From an optimization exercise on the open Yosys and OpenROAD flow, aimed at small area; shortcuts taken in it are not production practice. Where RTL was checked, it was by simulation tests only, not by an equivalence proof against the original.

==> inputs of wip/amber <==
## dk_walk
module dk_walk #(
    parameter CLOCK_RATE = 1000000,
    parameter SAMPLE_RATE = 96000
)(
    input clk,
    input I_RSTn,
    input audio_clk_en,
    input walk_en,
    output reg signed[15:0] out
);
clock: 30.0 ns
lec_check: 0
abc_area: 1
cap_margin: 20
core_margin: 2
core_utilization: 70
slew_margin: 20
standard.sh (not shown) runs the stock make flow with config.mk's settings and CLKGATE_MAP_FILE= SYNTH_SCRIPT=/design/flow/synth_recipe.tcl, a recipe that flattens the netlist after the stock synthesis.
==> flow/flow/run.sh <==
#!/bin/bash
# Layout flow: the standard synthesis, then a full-adder polarity pass on
# the synthesized netlist (flow/polopt.py: same logic, fewer inverters), then
# the standard ORFS steps, with clock tree synthesis told not to add dummy
# loads. Each step writes its own log here.
set -uo pipefail
R=orfs/results/${FLOW_PLATFORM}/dk_walk/base

bash standard.sh synth > synth.log 2>&1 || exit 1

cp "$R/1_2_yosys.v" yosys_standard.v
if python3 flow/polopt.py yosys_standard.v yosys_polopt.v > polopt.log 2>&1; then
    cp yosys_polopt.v "$R/1_2_yosys.v"
else
    echo "polopt failed, keeping the standard netlist" >> polopt.log
fi

bash standard.sh finish \
    "CTS_ARGS=-sink_clustering_enable -repair_clock_nets -sink_clustering_size 16 -sink_clustering_max_diameter 60 -buf_list sky130_fd_sc_hd__clkbuf_8 -dont_use_dummy_load" \
    > finish.log 2>&1
Other scripts of this flow, unchanged in this note and not shown: flow/flow/polopt.py
==> wip/zinc: changes against wip/amber <==
==> flow/flow/run.sh (replaced) <==
#!/bin/bash
# Layout flow: the standard synthesis; then two netlist passes that keep
# every register and the logic function: a full-adder polarity pass
# (flow/polopt.py) and an area re-mapping of the other combinational cells
# (flow/reabc.py); a yosys equivalence proof against the standard netlist
# (flow/equiv.sh) decides whether the new netlist is used. Then the standard
# ORFS steps, with clock tree synthesis told not to add dummy loads.
# Each step writes its own log here.
set -uo pipefail
R=orfs/results/${FLOW_PLATFORM}/dk_walk/base
L=orfs/logs/${FLOW_PLATFORM}/dk_walk/base
LIBF=${FLOW_HOME}/platforms/${FLOW_PLATFORM}/lib/sky130_fd_sc_hd__tt_025C_1v80.lib
Y=${FLOW_HOME}/../tools/install/yosys/bin/yosys
[ -x "$Y" ] || Y=yosys

bash standard.sh synth > synth.log 2>&1 || exit 1
cp "$R/1_2_yosys.v" yosys_standard.v

use=yosys_standard.v
if python3 flow/polopt.py yosys_standard.v yosys_polopt.v > polopt.log 2>&1; then
    use=yosys_polopt.v
    if python3 flow/reabc.py yosys_polopt.v yosys_reabc.v "$L/1_2_yosys.log" "$Y" "$LIBF" > reabc.log 2>&1; then
        use=yosys_reabc.v
    fi
fi
if [ "$use" != yosys_standard.v ]; then
    if bash flow/equiv.sh yosys_standard.v "$use" "$Y" "$LIBF" > equiv.log 2>&1; then
        cp "$use" "$R/1_2_yosys.v"
        echo "using $use" >> equiv.log
    else
        echo "equivalence not proven, keeping the standard netlist" >> equiv.log
    fi
fi

bash standard.sh finish \
    "CTS_ARGS=-sink_clustering_enable -repair_clock_nets -sink_clustering_size 16 -sink_clustering_max_diameter 60 -buf_list sky130_fd_sc_hd__clkbuf_8 -dont_use_dummy_load" \
    > finish.log 2>&1
==> flow/flow/equiv.sh (new file) <==
#!/bin/bash
# usage: equiv.sh A.v B.v YOSYS LIBERTY : proves two flat netlists of dk_walk equivalent
# (registers are paired by name; internal net names of B are renamed first)
A=$1; B=$2; Y=$3; LIB=$4
T=$(mktemp -d)
sed -E 's/\b_([0-9]+)_\b/_q\1_/g' "$B" > $T/b.v
python3 - "$LIB" "$A" $T/b.v > $T/used.lib <<'PY'
import re, sys
lib = open(sys.argv[1]).read()
used = set()
for f in sys.argv[2:]:
    used |= set(re.findall(r"(sky130_fd_sc_hd__\w+)\s+\S+\s*\(", open(f).read()))
out = [lib[:lib.index("cell (")]]
for m in re.finditer(r'\n\s*cell \("?(\w+)"?\)\s*\{', lib):
    if m.group(1) not in used: continue
    j = lib.index("{", m.start()); d = 0; k = j
    while True:
        c = lib[k]
        if c == "{": d += 1
        elif c == "}":
            d -= 1
            if d == 0: break
        k += 1
    out.append(lib[m.start():k + 1])
out.append("\n}\n")
sys.stdout.write("".join(out))
PY
$Y -p "read_liberty $T/used.lib; read_verilog $A; rename dk_walk gold; read_verilog $T/b.v; rename dk_walk gate; flatten gold gate; async2sync; opt_clean; equiv_make gold gate equiv; hierarchy -top equiv; equiv_simple -seq 2; equiv_induct; equiv_status -assert"
==> flow/flow/reabc.py (new file) <==
#!/usr/bin/env python3
"""Re-map the combinational cells of a flat sky130 netlist with ABC (area).

Full adders, half adders and flip-flops are left as they are; every other
single-output combinational cell is turned back into logic and mapped again
with ABC's area mapper (strash; dch; map -a), honouring the same dont_use list
as the synthesis. Flip-flop instances keep their names.

usage: reabc.py IN.v OUT.v SYNTH_LOG YOSYS LIBERTY
"""
import re, subprocess, sys, tempfile, os

inp, outp, synth_log, yosys, libfile = sys.argv[1:6]
lib = open(libfile).read()
used = set(re.findall(r"(sky130_fd_sc_hd__\w+)\s+\S+\s*\(", open(inp).read()))

def cell_blocks():
    for m in re.finditer(r'\n\s*cell \("?(\w+)"?\)\s*\{', lib):
        j = lib.index("{", m.start()); depth = 0; k = j
        while True:
            c = lib[k]
            if c == "{": depth += 1
            elif c == "}":
                depth -= 1
                if depth == 0: break
            k += 1
        yield m.group(1), lib[m.start():k + 1]

head = lib[:lib.index("cell (")]
comb = [b for n, b in cell_blocks()
        if n in used and not re.search(r"__(fa|ha|df|dl|sdf|edf|conb)", n)]
tmp = tempfile.mkdtemp()
open(os.path.join(tmp, "comb.lib"), "w").write(head + "".join(comb) + "\n}\n")
subprocess.check_call([yosys, "-q", "-p", "read_liberty %s; write_verilog -noattr %s" %
                       (os.path.join(tmp, "comb.lib"), os.path.join(tmp, "models.v"))])
models = open(os.path.join(tmp, "models.v")).read()
models = re.sub(r"module (sky130_fd_sc_hd__\w+)\(",
                lambda m: '(* techmap_celltype = "%s" *)\nmodule _map_%s(' % (m.group(1), m.group(1)), models)
open(os.path.join(tmp, "map.v"), "w").write(models)

dont_use = sorted(set(re.findall(r"-dont_use (\S+)", open(synth_log).read())))
dont_use += ["sky130_fd_sc_hd__clkinv_*", "sky130_fd_sc_hd__clkbuf_*", "sky130_fd_sc_hd__clkdly*",
             "sky130_fd_sc_hd__dlygate*", "sky130_fd_sc_hd__dlymetal*"]
script = os.path.join(tmp, "area.abc")
open(script, "w").write("strash\ndch -f\nmap -a\ntopo\ndnsize\n")
cmd = ("read_liberty -lib {lib}; read_verilog {inp}; hierarchy -top dk_walk; "
       "techmap -map {map}; techmap; opt -purge; "
       "abc -liberty {lib} {du} -script {script}; opt_clean -purge; "
       "hilomap -singleton -hicell sky130_fd_sc_hd__conb_1 HI -locell sky130_fd_sc_hd__conb_1 LO; "
       "write_verilog -noattr -noexpr -nohex -nodec {out}; stat -liberty {lib}").format(
    lib=libfile, inp=inp, map=os.path.join(tmp, "map.v"),
    du=" ".join("-dont_use " + d for d in dont_use), script=script, out=outp)
subprocess.check_call([yosys, "-p", cmd])
==> comparison table <==
Multi-input gates: wip/zinc 1465; wip/amber 1535
Hold path endpoint: wip/zinc c3[3]; wip/amber c3[4]
Hold_sp: wip/zinc c2[3]; wip/amber c2[4]
Final core utilization: wip/zinc 0.7542; wip/amber 0.7406
Count of placed standard cells in the final layout, fillers left out: wip/zinc 2635; wip/amber 2806
Crit path arrival time: wip/zinc 26.35 ns; wip/amber 24.83 ns
Std-Cell Rows: wip/zinc 65; wip/amber 67
Vias per cell: wip/zinc 5.624; wip/amber 5.542
Synthesized area: wip/zinc 22690 sq um; wip/amber 23620 sq um
Count of mapped cells out of synthesis: wip/zinc 2169; wip/amber 2347
Die Footprint: wip/zinc 33870 sq um; wip/amber 35230 sq um
Timing-limited maximum frequency: wip/zinc 38.75 MHz; wip/amber 41.11 MHz
Critical path buffer and inverter count: wip/zinc 3; wip/amber 6
Outcome: wip/zinc finished clean; wip/amber finished clean
Time the final worst path needs with I/O delays and setup: wip/zinc 25.80 ns; wip/amber 24.33 ns
Number of antenna violations at the first check in global routing: wip/zinc 1; wip/amber 0
Fill cell total of the finished layout: wip/zinc 2261; wip/amber 2446
Average wire length per cell after detail routing: wip/zinc 16.92 um; wip/amber 16.56 um

========
==> ember <==
dk_walk again, from the RTL that the note above started with.
clock: 30.0 ns
lec_check: 0
abc_area: 1
cap_margin: 20
core_margin: 2
core_utilization: 65
cts_buf_list: sky130_fd_sc_hd__clkbuf_8
cts_cluster_diameter: 50
cts_cluster_size: 18
slew_margin: 20
run.sh (not shown) runs the stock make flow with config.mk's settings and CLKGATE_MAP_FILE= SYNTH_SCRIPT=/design/flow/synth_recipe.tcl, a recipe that flattens the netlist after the stock synthesis.
Stock flow here: none of the scripts above is used.
==> maple: changes against ember <==
--- a/flow/design.v
+++ b/flow/design.v
@@ -44,14 +44,14 @@
         else if (en) lfsr <= {lfsr[6:4], lfsr[3] ^ lfsr[7], lfsr[2] ^ lfsr[7], lfsr[1] ^ lfsr[7], lfsr[0], lfsr[7]};
     end
     wire [2:0] noise = {1'b0, lfsr[7:6]} - 3'd2;    
     reg [25:0] P1;
     reg w1;
     wire w_up = !walk_en;                                
-    wire w_sat = w_up ? (P1[25:12] >= 14'd10832)
-                      : (P1[25:16] == 10'd0) & (P1[15:14] != 2'b11);
+    wire w_sat = w_up ? (P1 >= 26'd44371233)             
+                      : (P1 <= 26'd47718);               
     wire [25:0] P1_add = !en ? 26'd0
                        : w_up ? (w1 ? 26'd49887 : 26'd47718)
                               : (w1 ? -26'd47718 : -26'd49887);
     wire [25:0] P1_step;
     dkw_add #(26) u_p1(.a(P1_add), .b(P1), .ci(1'b0), .s(P1_step), .co());
     reg [4:0] step_h;
@@ -69,43 +69,45 @@
             if (en) w1 <= !w_sat & !w1;
         end
     end
     wire [13:0] tmp1 = P1[25:12];              
     reg [16:0] sq_cnt;
     reg sq_unf;
-    reg [28:0] P3;
+    reg [26:0] P3;
     reg s1;
     wire [16:0] sq_cnt_inc;
     dkw_inc #(17) u_sqc(.a(sq_cnt), .ci(1'b1), .s(sq_cnt_inc));
     wire sq_wrap = sq_cnt == 17'd112323;
-    wire sq_sat = sq_unf ? (P3[28:17] >= 12'd2217)
-                         : (P3[28:17] < 12'd1655);
-    wire [28:0] P3_add = !en ? 29'd0
-                       : sq_unf ? (s1 ? 29'd155445 : 29'd151830)
-                                : (s1 ? -29'd151830 : -29'd155445);
-    wire [28:0] P3_step;
-    dkw_add #(29) u_p3(.a(P3_add), .b(P3), .ci(1'b0), .s(P3_step), .co());
+    wire sq_sat = sq_unf ? (P3 >= 27'd73879755)          
+                         : (P3 <= 27'd151830);           
+    wire [26:0] P3_add = !en ? 27'd0
+                       : sq_unf ? (s1 ? 27'd155445 : 27'd151830)
+                                : (s1 ? -27'd151830 : -27'd155445);
+    wire [26:0] P3_step;
+    dkw_add #(27) u_p3(.a(P3_add), .b(P3), .ci(1'b0), .s(P3_step), .co());
     always @(posedge clk, negedge I_RSTn) begin
         if (!I_RSTn) begin
             sq_cnt <= 17'd0;
             sq_unf <= 1'b0;
-            P3 <= 29'd216760320;
+            P3 <= 27'd0;
             s1 <= 1'b0;
         end else begin
             sq_cnt <= sq_wrap ? 17'd0 : sq_cnt_inc;
-            P3 <= (en & sq_sat) ? (sq_unf ? 29'd290795520 : 29'd216760320) : P3_step;
+            P3 <= (en & sq_sat) ? (sq_unf ? 27'd74035200 : 27'd0) : P3_step;
             if (en) begin
                 sq_unf <= sq_cnt < 17'd56161;
                 s1 <= !sq_sat & !s1;
             end
         end
     end
-    wire [16:0] tmp3k = P3[28:12];             
+    wire [14:0] tmp3 = P3[26:12];              
     reg [26:0] t;
+    wire [15:0] c_a;                           
+    dkw_add #(15) u_ca(.a({tmp1, 1'b0}), .b(tmp3), .ci(1'b0), .s(c_a[14:0]), .co(c_a[15]));
     wire [16:0] c_k;                           
-    dkw_add #(17) u_ck(.a({2'b0, tmp1, 1'b0}), .b(tmp3k), .ci(1'b0), .s(c_k), .co());
+    dkw_add #(17) u_ck(.a(17'd52920), .b({1'b0, c_a}), .ci(1'b0), .s(c_k), .co());
     wire [28:0] t5;
     dkw_add #(29) u_t5(.a({t, 2'b0}), .b({2'b0, t}), .ci(1'b0), .s(t5), .co());
     wire [16:0] H = t5[28:12];
     wire z = (t[11:0] == 12'd0);
     wire [26:0] t_u;
     dkw_add #(27) u_tu(.a({10'd0, c_k & {17{en}}}), .b(t), .ci(z & en), .s(t_u), .co());
@@ -121,49 +123,53 @@
     dkw_add #(36) u_t819(.a(~{6'd0, t13}), .b({t13, 6'd0}), .ci(1'b1), .s(t819), .co());
     wire [13:0] v_next = t819[35:22];
     reg [13:0] V;
     reg [6:0] E;
     wire e_dec = (V[6:0] == 7'd0) & (V[13:7] != 7'd0);
     wire [6:0] E_next = V[13:7] - {6'd0, e_dec};
-    always @(posedge clk) begin
-        V <= v_next;
-        E <= E_next;
+    always @(posedge clk, negedge I_RSTn) begin
+        if (!I_RSTn) begin
+            V <= 14'd0;
+            E <= 7'd0;
+        end else begin
+            V <= v_next;
+            E <= E_next;
+        end
     end
     wire [11:0] N = V[13:2];
     wire [6:0] dr [0:9];
     wire [8:0] q4;
     assign dr[0] = {3'd0, N[11:8]};
     genvar gi;
     generate for (gi = 0; gi < 9; gi = gi + 1) begin : dv
-        localparam AW = (gi < 4) ? 4 + gi : 8;
         wire [7:0] a = (gi == 0) ? {1'b0, dr[0]} : {dr[gi], N[8-gi]};
-        wire [7:0] am = a & ((9'd1 << AW) - 9'd1);
         wire [7:0] sm;
-        dkw_add #(8) u_s(.a({1'b0, E}), .b(am), .ci(1'b1), .s(sm), .co());
+        dkw_add #(8) u_s(.a({1'b0, E}), .b(a), .ci(1'b1), .s(sm), .co());
         assign q4[8-gi] = sm[7];
-        assign dr[gi+1] = (sm[7] ? sm[6:0] : am[6:0]) & ((8'd1 << ((AW < 7) ? AW : 7)) - 8'd1);
+        assign dr[gi+1] = sm[7] ? sm[6:0] : a[6:0];
     end endgenerate
     wire [6:0] q4m48 = q4[8:2] - 7'd48;
     reg [7:0] code_next;
     always @* begin
         if (q4[8:6] == 3'd0)  code_next = {2'd0, (q4[5:0] == 6'd0) ? 6'd1 : q4[5:0]};
         else if (q4 < 9'd192) code_next = {2'd1, q4[7], q4[5:1]};
         else                  code_next = {2'd2, q4m48[5:0]};
     end
     reg [7:0] c2, c3, c4, c5, c6, c7;
     always @(posedge clk, negedge I_RSTn) begin
         if (!I_RSTn) begin
+            c2 <= {2'd0, 6'd1};     
             c6 <= 8'd0;             
             c7 <= {2'd0, 6'd1};     
         end else begin
+            c2 <= code_next;
             c6 <= c5;
             c7 <= c6;
         end
     end
     always @(posedge clk) begin
-        c2 <= code_next;
         c3 <= c2;
         c4 <= c3;
         c5 <= c4;
     end
     reg [7:0] t0;
     always @* begin
@@ -299,18 +305,18 @@
             8'd156,
             8'd157: bb = 1'b1;
             default: bb = 1'b0;
         endcase
     end
     wire [8:0] c177 = c7[7] ? 9'd354 : (c7[6] ? 9'd177 : 9'd0);
-    wire [9:0] lnv;                            
-    dkw_add #(9) u_ln(.a(c177), .b({1'b0, t0}), .ci(bb), .s(lnv[8:0]), .co(lnv[9]));
+    wire [8:0] lnv;
+    dkw_add #(9) u_ln(.a(c177), .b({1'b0, t0}), .ci(bb), .s(lnv), .co());
     reg [9:0] qc;
     reg [4:0] rc;
     wire [10:0] dq;                            
-    dkw_add #(11) u_dq(.a(~{1'b0, qc}), .b({1'b0, lnv}), .ci(1'b1), .s(dq), .co());
+    dkw_add #(11) u_dq(.a(~{1'b0, qc}), .b({2'b0, lnv}), .ci(1'b1), .s(dq), .co());
     wire dq_zero = (dq == 11'd0);
     wire vco_lt_ch = !dq[10] & (!dq_zero | (rc == 5'd0));
     wire vco_lt_wl = !dq[10] | (dq[9:6] == 4'b1111);
     wire rc_wrap = rc >= 5'd17;
     wire [9:0] qc_inc;
     dkw_inc #(10) u_qc(.a(qc), .ci(rc_wrap), .s(qc_inc));
- ABC_AREA: 1 -> not set
- CTS_BUF_LIST: sky130_fd_sc_hd__clkbuf_8 -> sky130_fd_sc_hd__clkbuf_16
- CTS_CLUSTER_DIAMETER: 50 -> 100
- CTS_CLUSTER_SIZE: 18 -> 30
==> raven: changes against ember <==
--- a/flow/design.v
+++ b/flow/design.v
@@ -44,16 +44,15 @@
         else if (en) lfsr <= {lfsr[6:4], lfsr[3] ^ lfsr[7], lfsr[2] ^ lfsr[7], lfsr[1] ^ lfsr[7], lfsr[0], lfsr[7]};
     end
     wire [2:0] noise = {1'b0, lfsr[7:6]} - 3'd2;    
     reg [25:0] P1;
     reg w1;
     wire w_up = !walk_en;                                
-    wire w_sat = w_up ? (P1[25:12] >= 14'd10832)
-                      : (P1[25:16] == 10'd0) & (P1[15:14] != 2'b11);
-    wire [25:0] P1_add = !en ? 26'd0
-                       : w_up ? (w1 ? 26'd49887 : 26'd47718)
+    wire w_sat = w_up ? (P1 >= 26'd44371233)             
+                      : (P1 <= 26'd47718);               
+    wire [25:0] P1_add = w_up ? (w1 ? 26'd49887 : 26'd47718)
                               : (w1 ? -26'd47718 : -26'd49887);
     wire [25:0] P1_step;
     dkw_add #(26) u_p1(.a(P1_add), .b(P1), .ci(1'b0), .s(P1_step), .co());
     reg [4:0] step_h;
     always @* begin
         if (!w_sat)    step_h = w_up ? 5'd9 : 5'h17;
@@ -61,109 +60,117 @@
         else           step_h = P1[1] ? 5'h17 : (P1[0] ? 5'h1e : 5'd0);
     end
     always @(posedge clk, negedge I_RSTn) begin
         if (!I_RSTn) begin
             P1 <= 26'd0;
             w1 <= 1'b0;
-        end else begin
-            P1 <= (en & w_sat) ? (w_up ? 26'd44421120 : 26'd0) : P1_step;
-            if (en) w1 <= !w_sat & !w1;
+        end else if (en) begin
+            P1 <= w_sat ? (w_up ? 26'd44421120 : 26'd0) : P1_step;
+            w1 <= !w_sat & !w1;
         end
     end
     wire [13:0] tmp1 = P1[25:12];              
     reg [16:0] sq_cnt;
     reg sq_unf;
-    reg [28:0] P3;
+    reg [26:0] P3;
     reg s1;
     wire [16:0] sq_cnt_inc;
     dkw_inc #(17) u_sqc(.a(sq_cnt), .ci(1'b1), .s(sq_cnt_inc));
     wire sq_wrap = sq_cnt == 17'd112323;
-    wire sq_sat = sq_unf ? (P3[28:17] >= 12'd2217)
-                         : (P3[28:17] < 12'd1655);
-    wire [28:0] P3_add = !en ? 29'd0
-                       : sq_unf ? (s1 ? 29'd155445 : 29'd151830)
-                                : (s1 ? -29'd151830 : -29'd155445);
-    wire [28:0] P3_step;
-    dkw_add #(29) u_p3(.a(P3_add), .b(P3), .ci(1'b0), .s(P3_step), .co());
+    wire sq_sat = sq_unf ? (P3 >= 27'd73879755)          
+                         : (P3 <= 27'd151830);           
+    wire [26:0] P3_add = sq_unf ? (s1 ? 27'd155445 : 27'd151830)
+                                : (s1 ? -27'd151830 : -27'd155445);
+    wire [26:0] P3_step;
+    dkw_add #(27) u_p3(.a(P3_add), .b(P3), .ci(1'b0), .s(P3_step), .co());
     always @(posedge clk, negedge I_RSTn) begin
         if (!I_RSTn) begin
             sq_cnt <= 17'd0;
             sq_unf <= 1'b0;
-            P3 <= 29'd216760320;
+            P3 <= 27'd0;
             s1 <= 1'b0;
         end else begin
             sq_cnt <= sq_wrap ? 17'd0 : sq_cnt_inc;
-            P3 <= (en & sq_sat) ? (sq_unf ? 29'd290795520 : 29'd216760320) : P3_step;
             if (en) begin
                 sq_unf <= sq_cnt < 17'd56161;
+                P3 <= sq_sat ? (sq_unf ? 27'd74035200 : 27'd0) : P3_step;
                 s1 <= !sq_sat & !s1;
             end
         end
     end
-    wire [16:0] tmp3k = P3[28:12];             
+    wire [14:0] tmp3 = P3[26:12];              
     reg [26:0] t;
+    wire [15:0] c_a;                           
+    dkw_add #(15) u_ca(.a({tmp1, 1'b0}), .b(tmp3), .ci(1'b0), .s(c_a[14:0]), .co(c_a[15]));
     wire [16:0] c_k;                           
-    dkw_add #(17) u_ck(.a({2'b0, tmp1, 1'b0}), .b(tmp3k), .ci(1'b0), .s(c_k), .co());
+    dkw_add #(17) u_ck(.a(17'd52920), .b({1'b0, c_a}), .ci(1'b0), .s(c_k), .co());
     wire [28:0] t5;
     dkw_add #(29) u_t5(.a({t, 2'b0}), .b({2'b0, t}), .ci(1'b0), .s(t5), .co());
     wire [16:0] H = t5[28:12];
     wire z = (t[11:0] == 12'd0);
     wire [26:0] t_u;
-    dkw_add #(27) u_tu(.a({10'd0, c_k & {17{en}}}), .b(t), .ci(z & en), .s(t_u), .co());
+    dkw_add #(27) u_tu(.a({10'd0, c_k}), .b(t), .ci(z), .s(t_u), .co());
     wire [26:0] t_next;
-    dkw_add #(27) u_tn(.a(~{10'd0, H} & {27{en}}), .b(t_u), .ci(1'b0), .s(t_next), .co());
+    dkw_add #(27) u_tn(.a(~{10'd0, H}), .b(t_u), .ci(1'b0), .s(t_next), .co());
     always @(posedge clk) begin
         if (!I_RSTn) t <= 27'd0;
-        else t <= t_next;
+        else if (en) t <= t_next;
     end
-    wire [29:0] t13;                           
-    dkw_add #(30) u_t13(.a({t, 3'b0}), .b({1'b0, t5}), .ci(1'b0), .s(t13), .co());
-    wire [35:0] t819;                          
-    dkw_add #(36) u_t819(.a(~{6'd0, t13}), .b({t13, 6'd0}), .ci(1'b1), .s(t819), .co());
+    wire [28:0] t3;
+    dkw_add #(28) u_t3(.a({t, 1'b0}), .b({1'b0, t}), .ci(1'b0), .s(t3[27:0]), .co(t3[28]));
+    wire [36:0] t3a;                           
+    dkw_add #(33) u_t3a(.a({t3, 4'd0}), .b({4'd0, t3}), .ci(1'b0), .s(t3a[32:0]), .co(t3a[33]));
+    assign t3a[36:34] = 3'd0;
+    wire [36:0] t819;                          
+    dkw_add #(37) u_t819(.a({t3, 8'd0}), .b(t3a), .ci(1'b0), .s(t819), .co());
     wire [13:0] v_next = t819[35:22];
     reg [13:0] V;
     reg [6:0] E;
     wire e_dec = (V[6:0] == 7'd0) & (V[13:7] != 7'd0);
     wire [6:0] E_next = V[13:7] - {6'd0, e_dec};
-    always @(posedge clk) begin
-        V <= v_next;
-        E <= E_next;
+    always @(posedge clk, negedge I_RSTn) begin
+        if (!I_RSTn) begin
+            V <= 14'd0;
+            E <= 7'd0;
+        end else begin
+            V <= v_next;
+            E <= E_next;
+        end
     end
     wire [11:0] N = V[13:2];
     wire [6:0] dr [0:9];
     wire [8:0] q4;
     assign dr[0] = {3'd0, N[11:8]};
     genvar gi;
     generate for (gi = 0; gi < 9; gi = gi + 1) begin : dv
-        localparam AW = (gi < 4) ? 4 + gi : 8;
         wire [7:0] a = (gi == 0) ? {1'b0, dr[0]} : {dr[gi], N[8-gi]};
-        wire [7:0] am = a & ((9'd1 << AW) - 9'd1);
         wire [7:0] sm;
-        dkw_add #(8) u_s(.a({1'b0, E}), .b(am), .ci(1'b1), .s(sm), .co());
+        dkw_add #(8) u_s(.a({1'b0, E}), .b(a), .ci(1'b1), .s(sm), .co());
         assign q4[8-gi] = sm[7];
-        assign dr[gi+1] = (sm[7] ? sm[6:0] : am[6:0]) & ((8'd1 << ((AW < 7) ? AW : 7)) - 8'd1);
+        assign dr[gi+1] = sm[7] ? sm[6:0] : a[6:0];
     end endgenerate
     wire [6:0] q4m48 = q4[8:2] - 7'd48;
     reg [7:0] code_next;
     always @* begin
         if (q4[8:6] == 3'd0)  code_next = {2'd0, (q4[5:0] == 6'd0) ? 6'd1 : q4[5:0]};
         else if (q4 < 9'd192) code_next = {2'd1, q4[7], q4[5:1]};
         else                  code_next = {2'd2, q4m48[5:0]};
     end
     reg [7:0] c2, c3, c4, c5, c6, c7;
     always @(posedge clk, negedge I_RSTn) begin
         if (!I_RSTn) begin
+            c2 <= {2'd0, 6'd1};     
             c6 <= 8'd0;             
             c7 <= {2'd0, 6'd1};     
         end else begin
+            c2 <= code_next;
             c6 <= c5;
             c7 <= c6;
         end
     end
     always @(posedge clk) begin
-        c2 <= code_next;
         c3 <= c2;
         c4 <= c3;
         c5 <= c4;
     end
     reg [7:0] t0;
     always @* begin
@@ -299,18 +306,18 @@
             8'd156,
             8'd157: bb = 1'b1;
             default: bb = 1'b0;
         endcase
     end
     wire [8:0] c177 = c7[7] ? 9'd354 : (c7[6] ? 9'd177 : 9'd0);
-    wire [9:0] lnv;                            
-    dkw_add #(9) u_ln(.a(c177), .b({1'b0, t0}), .ci(bb), .s(lnv[8:0]), .co(lnv[9]));
+    wire [8:0] lnv;
+    dkw_add #(9) u_ln(.a(c177), .b({1'b0, t0}), .ci(bb), .s(lnv), .co());
     reg [9:0] qc;
     reg [4:0] rc;
     wire [10:0] dq;                            
-    dkw_add #(11) u_dq(.a(~{1'b0, qc}), .b({1'b0, lnv}), .ci(1'b1), .s(dq), .co());
+    dkw_add #(11) u_dq(.a(~{1'b0, qc}), .b({2'b0, lnv}), .ci(1'b1), .s(dq), .co());
     wire dq_zero = (dq == 11'd0);
     wire vco_lt_ch = !dq[10] & (!dq_zero | (rc == 5'd0));
     wire vco_lt_wl = !dq[10] | (dq[9:6] == 4'b1111);
     wire rc_wrap = rc >= 5'd17;
     wire [9:0] qc_inc;
     dkw_inc #(10) u_qc(.a(qc), .ci(rc_wrap), .s(qc_inc));
@@ -343,83 +350,81 @@
     end
     wire vco_on = vco_c | (vco_k != 3'd0);     
     reg signed [15:0] h7;
     reg signed [5:0] r7;
     wire [16:0] x7;                            
     wire x7_c;
-    wire [5:0] r7g = r7 & {6{en}};            
-    dkw_add #(16) u_x7(.a({{10{r7g[5]}}, r7g}), .b(h7), .ci(1'b0), .s(x7[15:0]), .co(x7_c));
-    assign x7[16] = h7[15] ^ r7g[5] ^ x7_c;
+    dkw_add #(16) u_x7(.a(h7), .b({{10{r7[5]}}, r7}), .ci(1'b0), .s(x7[15:0]), .co(x7_c));
+    assign x7[16] = h7[15] ^ r7[5] ^ x7_c;
     wire [21:0] x7e = {{5{x7[16]}}, x7};
     wire [21:0] x7_5;                          
     dkw_add #(22) u_x75(.a(x7e), .b({x7e[19:0], 2'b0}), .ci(1'b0), .s(x7_5), .co());
     wire [21:0] x7_21;                         
     dkw_add #(22) u_x721(.a(x7_5), .b({x7e[17:0], 4'b0}), .ci(1'b0), .s(x7_21), .co());
     wire [5:0] y7 = x7_21[21:16];              
     wire nz7 = (x7[15:0] != 16'd0);            
     wire [15:0] h7_next;                       
-    dkw_add #(16) u_h7(.a(~{{10{y7[5]}}, y7} & {16{en}}), .b(x7[15:0]), .ci(!nz7 & en), .s(h7_next), .co());
+    dkw_add #(16) u_h7(.a(x7[15:0]), .b(~{{10{y7[5]}}, y7}), .ci(!nz7), .s(h7_next), .co());
     wire [5:0] r7_next = {step_h, 1'b0} - {{3{noise[2]}}, noise};
     always @(posedge clk, negedge I_RSTn) begin
         if (!I_RSTn) begin
             h7 <= 16'sd0;
             r7 <= 6'sd0;
-        end else begin
+        end else if (en) begin
             h7 <= h7_next;
-            if (en) r7 <= r7_next;
+            r7 <= r7_next;
         end
     end
     wire [15:0] rect = (h7 > 16'sd0) ? h7 : {9'd0, h7[15:9]};
     wire [15:0] in8 = vco_on ? {rect[14:0], 1'b0} : 16'd0;
     reg signed [15:0] h8;
-    reg [15:0] nl8;                            
+    reg [15:0] last8;
     wire [17:0] x8a;                           
     dkw_add #(18) u_x8a(.a({{2{h8[15]}}, h8}), .b({{2{in8[15]}}, in8}), .ci(1'b0), .s(x8a), .co());
     wire [17:0] x8;                            
-    dkw_add #(18) u_x8(.a({{2{nl8[15]}}, nl8}), .b(x8a), .ci(1'b1), .s(x8), .co());
+    dkw_add #(18) u_x8(.a(x8a), .b(~{{2{last8[15]}}, last8}), .ci(1'b1), .s(x8), .co());
     wire [22:0] x8e = {{5{x8[17]}}, x8};
     wire [22:0] x8_13a;                        
     dkw_add #(23) u_x813a(.a(x8e), .b({x8e[20:0], 2'b0}), .ci(1'b0), .s(x8_13a), .co());
     wire [22:0] x8_13;                         
     dkw_add #(23) u_x813(.a(x8_13a), .b({x8e[19:0], 3'b0}), .ci(1'b0), .s(x8_13), .co());
     wire [6:0] y8f = x8_13[21:15];             
     wire nz8 = (x8[14:0] != 15'd0);            
     wire [15:0] h8_next;
     dkw_add #(16) u_h8(.a(x8[15:0]), .b(~{{9{y8f[6]}}, y8f}), .ci(!nz8), .s(h8_next), .co());
-    wire [15:0] nl8_next = ~(in8 + {{13{noise[2]}}, noise});
+    wire [15:0] last8_next = in8 + {{13{noise[2]}}, noise};
     always @(posedge clk, negedge I_RSTn) begin
         if (!I_RSTn) begin
             h8 <= 16'sd0;
-            nl8 <= 16'hffff;
+            last8 <= 16'd0;
         end else if (en) begin
             h8 <= h8_next;
-            nl8 <= nl8_next;
+            last8 <= last8_next;
         end
     end
     reg signed [15:0] lp;
     reg signed [11:0] g, sm;
     wire [15:0] dlp;
     dkw_add #(16) u_dlp(.a(h8), .b(~lp), .ci(1'b1), .s(dlp), .co());
     wire [21:0] dle = {{6{dlp[15]}}, dlp};
     wire [21:0] d40;                           
     dkw_add #(22) u_d40(.a({dle[16:0], 5'b0}), .b({dle[18:0], 3'b0}), .ci(1'b0), .s(d40), .co());
     wire [21:0] d39;                           
     dkw_add #(22) u_d39(.a(d40), .b(~dle), .ci(1'b1), .s(d39), .co());
     wire [15:0] lp_next;
-    dkw_add #(16) u_lp(.a({{4{sm[11]}}, sm} & {16{en}}), .b(lp), .ci(1'b0), .s(lp_next), .co());
+    dkw_add #(16) u_lp(.a(lp), .b({{4{sm[11]}}, sm}), .ci(1'b0), .s(lp_next), .co());
     always @(posedge clk, negedge I_RSTn) begin
         if (!I_RSTn) begin
             lp <= 16'sd0;
             g <= 12'sd0;
             sm <= 12'sd0;
-        end else begin
+        end else if (en) begin
             lp <= lp_next;
-            if (!en) begin
-                g <= d39[21:10];
-                sm <= g;
-            end
+        end else begin
+            g <= d39[21:10];
+            sm <= g;
         end
     end
     always @(posedge clk, negedge I_RSTn) begin
         if (!I_RSTn) out <= 16'sd0;
         else if (en) out <= lp;
     end
- ABC_AREA: 1 -> not set
- CORE_UTILIZATION: 65 -> 40
- CTS_BUF_LIST: sky130_fd_sc_hd__clkbuf_8 -> not set
- CTS_CLUSTER_DIAMETER: 50 -> not set
- CTS_CLUSTER_SIZE: 18 -> not set
==> notes.md <==
- raven went through all stages and came out clean. maple went through all stages and came out clean. ember completed without violations.
- Fmax: ember is higher than maple (15%).
- The highest via count belongs to raven, the lowest to maple.
- The lowest worst setup slack belongs to raven, the highest to ember.
- The highest sequential cell count belongs to ember, the lowest to raven.
- First-iteration DRC count, lowest first: ember, maple, raven.
- The highest area after synthesis belongs to raven, the lowest to ember.
- Between raven and maple, the lower cell area is in maple (gap 8.6%, measured against maple).
- Global-route usage: raven < maple < ember.
- Sequential share of layout area, highest first: ember, maple, raven.
The RTL of maple was laid out without a check of its function.

separate check: timing with driven ports:
In the flow no input, the clock included, has a driving cell. The finished layouts below were timed again as built, in two steps.
Step 1 assumes that a clkbuf_16 drives the clock port and a buf_2 every other input.
Step 2 adds t to the input delays and takes it off the output delays; t is the mean of the earliest and latest rising clock arrival at the registers after step 1. Input paths then give back, and output paths get back, about the clock's delay inside the block.
a / b / c = ideal / step 1 / step 2; a / b = the first two.
run	t (ns)	slack for setup (ns)	slew at the worst register clock pin (ns)
wip/amber	0.622	5.674 / 5.674 / 5.674	0.10 / 0.10
wip/zinc	0.659	4.197 / 4.197 / 4.197	0.10 / 0.10
ember	0.661	5.586 / 5.586 / 5.586	0.10 / 0.10
maple	0.585	2.015 / 2.015 / 2.015	0.12 / 0.12
raven	0.623	1.546 / 1.546 / 1.546	0.06 / 0.06
After both steps setup and hold are still met in every run listed.
